What follows belongs to an exercise in optimizing a design on an open flow for small area, a short achievable clock period and few clock cycles; a production flow would make more cautious choices.
In this exercise RTL edits were held to simulation tests only and were not proved equivalent to the original.
No activity file was given, so power comes from the tool's default toggle rates.

===== design/flow/design.v =====
package multiplier_pkg;
    parameter int WIDTH = 32;
    typedef enum logic [1:0] {  IDLE,
                                RUN,
                                DONE
    } state_t;
endpackage
import multiplier_pkg::*;
module multiplier (
    input   logic                   clk_i,
    input   logic                   rst_ni,
    input   logic   [WIDTH-1:0]     A_i,
    input   logic   [WIDTH-1:0]     B_i,
    input   logic                   start_i,
    output  logic   [2*WIDTH-1:0]   result_o,
    output  logic                   busy_o,
    output  logic                   done_o
);
    logic   [2*WIDTH-1:0]           multiplicand_reg;
    logic   [WIDTH-1:0]             multiplier_reg;
    logic   [2*WIDTH-1:0]           acc_reg;
    logic   [$clog2(WIDTH+1)-1:0]   count_reg;
    multiplier_pkg::state_t state;
    always_ff @(posedge clk_i or negedge rst_ni) begin : fsm
        if (!rst_ni) begin
            count_reg           <= '0;
            done_o              <= 0;
            result_o            <= '0;
            state               <= IDLE;
        end else begin
            done_o  <= 0;
            case (state)
                IDLE: begin
                    acc_reg             <= '0;
                    if (start_i) begin
                        count_reg                   <= '0;
                        multiplicand_reg            <= {{WIDTH{1'b0}}, A_i};
                        multiplier_reg              <= B_i;
                        state                       <= RUN;
                    end
                end
                RUN: begin
                    if (count_reg < WIDTH) begin
                        if (multiplier_reg[0] == 1) begin
                            acc_reg <= acc_reg + multiplicand_reg;
                        end
                        multiplicand_reg    <= multiplicand_reg << 1;
                        multiplier_reg      <= multiplier_reg >> 1;
                        count_reg   <= count_reg + 1;
                    end else begin
                        state       <= DONE;
                    end
                end
                DONE: begin
                    done_o      <= 1;
                    result_o    <= acc_reg;
                    state       <= IDLE;
                end
                default: ;
            endcase
        end
    end
    assign busy_o = (state == RUN);
endmodule

===== design/flow/run.sh =====
#!/bin/bash
# synth_recipe.tcl (not shown) runs the flow's synth.tcl, then flattens the netlist and writes it again
# the make line also repeats each setting of config.mk as NAME=value (left out here)
make -C /OpenROAD-flow-scripts/flow DESIGN_CONFIG=/design/flow/config.mk WORK_HOME=/design/flow/orfs CLKGATE_MAP_FILE= SYNTH_SCRIPT=/design/flow/synth_recipe.tcl finish

===== design/flow/config.mk =====
export PLATFORM = sky130hd
export DESIGN_NAME = multiplier
export DESIGN_NICKNAME = multiplier
export VERILOG_FILES = /design/flow/design.v
export SDC_FILE = /design/flow/constraint.sdc
export NUM_CORES = 4
export LEC_CHECK = 0
export CAP_MARGIN = 20
export CORE_MARGIN = 2
export CORE_UTILIZATION = 40
export SLEW_MARGIN = 20

===== design/flow/constraint.sdc =====
create_clock -name core_clock -period 4.0 [get_ports {clk_i}]
set_input_delay 0.8000 -clock core_clock [delete_from_list [all_inputs] [get_ports {clk_i}]]
set_output_delay 0.8000 -clock core_clock [all_outputs]
set_load 0.01 [all_outputs]

==> summary.txt <==
CTS
  • Post-CTS setup buffers: 0
  • Post-CTS Resized: 0
  • Post-CTS Hold Buffers: 0
  • H-tree depth: 1
  • Sink Count: ~230
  • CTS buffer count: 27
  • Clock latency at the later pin of the worst-skew pair: 0.53 ns
  • Clock root buffer: clkbuf_16
  • Clk buf depth: 3
  • CTS tree: done
  • Clock slew seen by the registers of the worst setup and hold paths: about 0.060 ns

Yosys
  • Syn Area/Cell: ~12 µm²
  • Distinct cells, synth: 61
  • Synthesized flop and latch total: between 200 and 250
  • EDFF count, synth: 160
  • Synth Flop Type: edfxtp_1
  • Ys async rst share: 31.3%
  • Post-synthesis sequential area ratio: ~52%
  • Commonest cells in the netlist: edfxtp_1 (160), mux2_2 (127), a21oi_1 (84)
  • Synth Warn #: 1
  • Most common cell in the netlist: edfxtp_1
  • Synth top area share: 37.8%
  • Post-Syn Instances: 1,065
  • Post-Syn Area: approximately 13,000 µm²
  • Leading post-synthesis cells by cell area: edfxtp_1 (38%), dfrtp_1 (14%), mux2_2 (11%)
  • Post-synthesis net count: around 1,200
  • Area leader, netlist: edfxtp_1

Floorplanning
  • Die area: around 33,000 µm²
  • Die Y: approximately 180 µm
  • Initial Util: 40.5%
  • Row count: between 60 and 70
  • Die Wd: 182 µm
  • I/O pins: around 130
  • Core area: about 31,000 µm²

Finish
  • Layout fillers: approximately 2,800
  • Area of the multi-input gates: ~5900 µm²
  • Final net count: 1,324
  • Final instance area: about 15,000 µm²
  • Non-Filler Instances: between 1,500 and 2,000
  • Reg area: 6630 µm²
  • Area delta synth->final: 21.2%
  • Share of layout cells above drive strength 1: between 15 and 20%
  • Final Core Density: between 40% and 50%

Pwr
  • VDD IR max: 0.484 mV
  • Leak: 5.95 nW
  • Pwr Total: between 10 and 15 mW
  • Power Dens Cells: around 950 nW/µm²

STA
  • Slew margin rel.: between 30 and 40%
  • RSZ-0062 raised after global routing: false
  • Final WS setup: 0.577 ns
  • Clock skew: 0.0122 ns
  • Minimum clock period: between 3 and 4 ns
  • Setup-failing EPs final: 0
  • Final hold vios: 0
  • Setup TNS: 0 ns
  • Worst Tran Pin Value: a little under 1 ns
  • Hold_ws: approximately 0.073 ns
  • Fmax: roughly 300 MHz
  • Count of pins over their slew limit: 0
  • Final Cycle Share: between 80% and 90%

Placed design
  • Pre-CTS WS: slightly above 0.6 ns
  • Port bufs: between 100 and 150
  • Area post-placement: roughly 14,000 µm²
  • Hpwl dp: between 15,000 and 20,000 µm
  • GP Congestion: between 0.8 and 0.9
  • Placed insts: roughly 1,600

Routing
  • 1st-iter DRT viols: 532
  • WL/cell: 17.9 µm
  • Residual DRC: 0
  • DR pass1 iterations: 5
  • DR vias: around 8,600
  • Drt total wl: 28,800 µm
  • Remaining antenna violation count: 0
  • Via density: around 5.4

Worst setup path
  • Worst EP arrival: between 3 and 4 ns
  • Worst path required time: between 4 and 5 ns
  • CP endpoint kind: flop
  • Crit path kind: flop to flop
  • CP Max Fanout: 4
  • R2r setup slk: just under 0.6 ns
  • Crit path launch type: flop

Global routing
  • Total GRT Usage: 17.3%
  • Vias in the first global route: between 8,000 and 9,000
  • Remaining global-route overflow: 0
  • First-pass GRT wire length: between 40,000 and 50,000 µm
  • Initial antenna violation count: 1
  • Largest net degree at the start of global routing: 80

Status
  • Run status: timing/DRC/antenna clean

Min path
  • Worst hold path class: input port to async pin

Flow run
  • Max-cap viol count: 0
==> layer usage <==
layer / wire, µm / part of all wire, % / up-vias / track usage, %
met5: 0 / 0 / - / 0
met4: 561 / 1.9 / 0 / 3.90
met3: 1720 / 6.0 / 47 / 3.79
met2: 12900 / 45 / 209 / 27.7
met1: 13700 / 47 / 4191 / 24.1
li1: - / - / 4195 / -
==> critical path, stage by stage (launching register included) <==
cell	delay [ns]
edfxtp_1	0.39
ha_1	0.26
fa_1	0.44
a211oi_2	0.25
nor2_2	0.09
o2111ai_1	0.25
nand4_1	0.18
a31oi_1	0.39
nor4_2	0.12
o21ai_1	0.32
o21a_1	0.25
o31ai_2	0.10
mux2i_1	0.12
==> worst paths after layout <==
| check | from | endpoint | cells past startpoint |
|---|---|---|---|
| setup / recovery | multiplicand_reg[0] | acc_reg[62] | 12 |
| setup reg to reg | multiplicand_reg[0] | acc_reg[62] | 12 |
| hold reg to reg | result_o[42] | result_o[42] | 1 |
| max in group asynchronous | rst_ni | result_o[17] | 3 |
| min in group core_clock | result_o[42] | result_o[42] | 1 |
| hold / removal | rst_ni | state[0] | 1 |
==> layout make-up <==
| type | count | share of cell area [%] |
|---|---|---|
| well taps | 402 | 3.27 |
| clock buffers | 39 | 5.15 |
| flip-flops and latches | 233 | 43.1 |
| clock inverters | 10 | 0.756 |
| multi-input cells | 775 | 38.2 |
| repair buffers | 139 | 9.23 |
| diodes | 1 | 0.0163 |
| inverters | 12 | 0.293 |
==> cell usage in the layout, fill, tap and decap left out, types with 4 or more instances in the layout <==
cell type          n
edfxtp_1         160
and3_1            13
o21bai_1          12
o21a_1            13
o21ai_0           41
clkbuf_1           7
or3_1              4
o21ai_1            7
xnor2_1           25
dfrtp_1           73
ha_1              66
a31oi_1            8
buf_4              4
a211oi_1           6
xor2_1            25
clkbuf_16         29
nand2b_1           9
buf_12             4
o211ai_1           6
mux2_2           127
nor2b_1           12
mux2i_1            6
nand2_1           65
nor3_1            12
inv_1             12
nand3_1           17
a21o_1            35
nand4_1           18
clkdlybuf4s50_1  131
nor2_1            39
a21oi_1           84
and2_1            82
==> cells by family (layout without fill, tap and decap cells) <==
| logic type | after synthesis | in the layout | share of synthesized area [%] |
|---|---|---|---|
| and+or+nand+nor | 284 | 284 | 11.8 |
| AOI/OAI and AO/OA | 239 | 239 | 12.2 |
| DFF | 233 | 233 | 52.2 |
| muxes | 133 | 133 | 11.7 |
| adders and majority gates | 69 | 69 | 6.86 |
| buffers and inverters | 57 | 200 | 1.74 |
| xor gates and xnor gates | 50 | 50 | 3.45 |
| other | 0 | 1 | 0 |
==> power by group <==
| group | leakage, nW | switching [mW] | total [mW] | internal [mW] |
|---|---|---|---|---|
| logic | 3.13 | 3.92 | 7.45 | 3.53 |
| clock network | 0.442 | 1.01 | 2.52 | 1.51 |
| registers | 2.38 | 0.603 | 4.69 | 4.09 |
| total | 5.95 | 5.54 | 14.7 | 9.13 |
Testbench counts, summed over its fixed seeds: cycles 42,008.

-- separate check: timing with driven ports --
Ports are ideal in the flow. The routed layout listed here was re-timed in OpenROAD.
Step 1, drivers: a clkbuf_16 drives clk_i and a buf_2 each remaining input, both assumed.
Step 2 moves the port delays by t, midway between the first and last clock arrival at a register: inputs arrive t later, outputs are due t later. That takes back most of the time a late clock gives input paths.
a / b / c = no drivers / after step 1 / after step 2; a / b = the first two.
t, ns: 0.575
slack for setup (ns): 0.577 / 0.577 / 0.577
worst setup path at the end: register to register
slew at the worst register clock pin (ns): 0.07 / 0.07
After both steps setup and hold are still met in this run. The setup slack of this run moves by 0.000 ns with the drivers and by 0.000 ns with both steps.
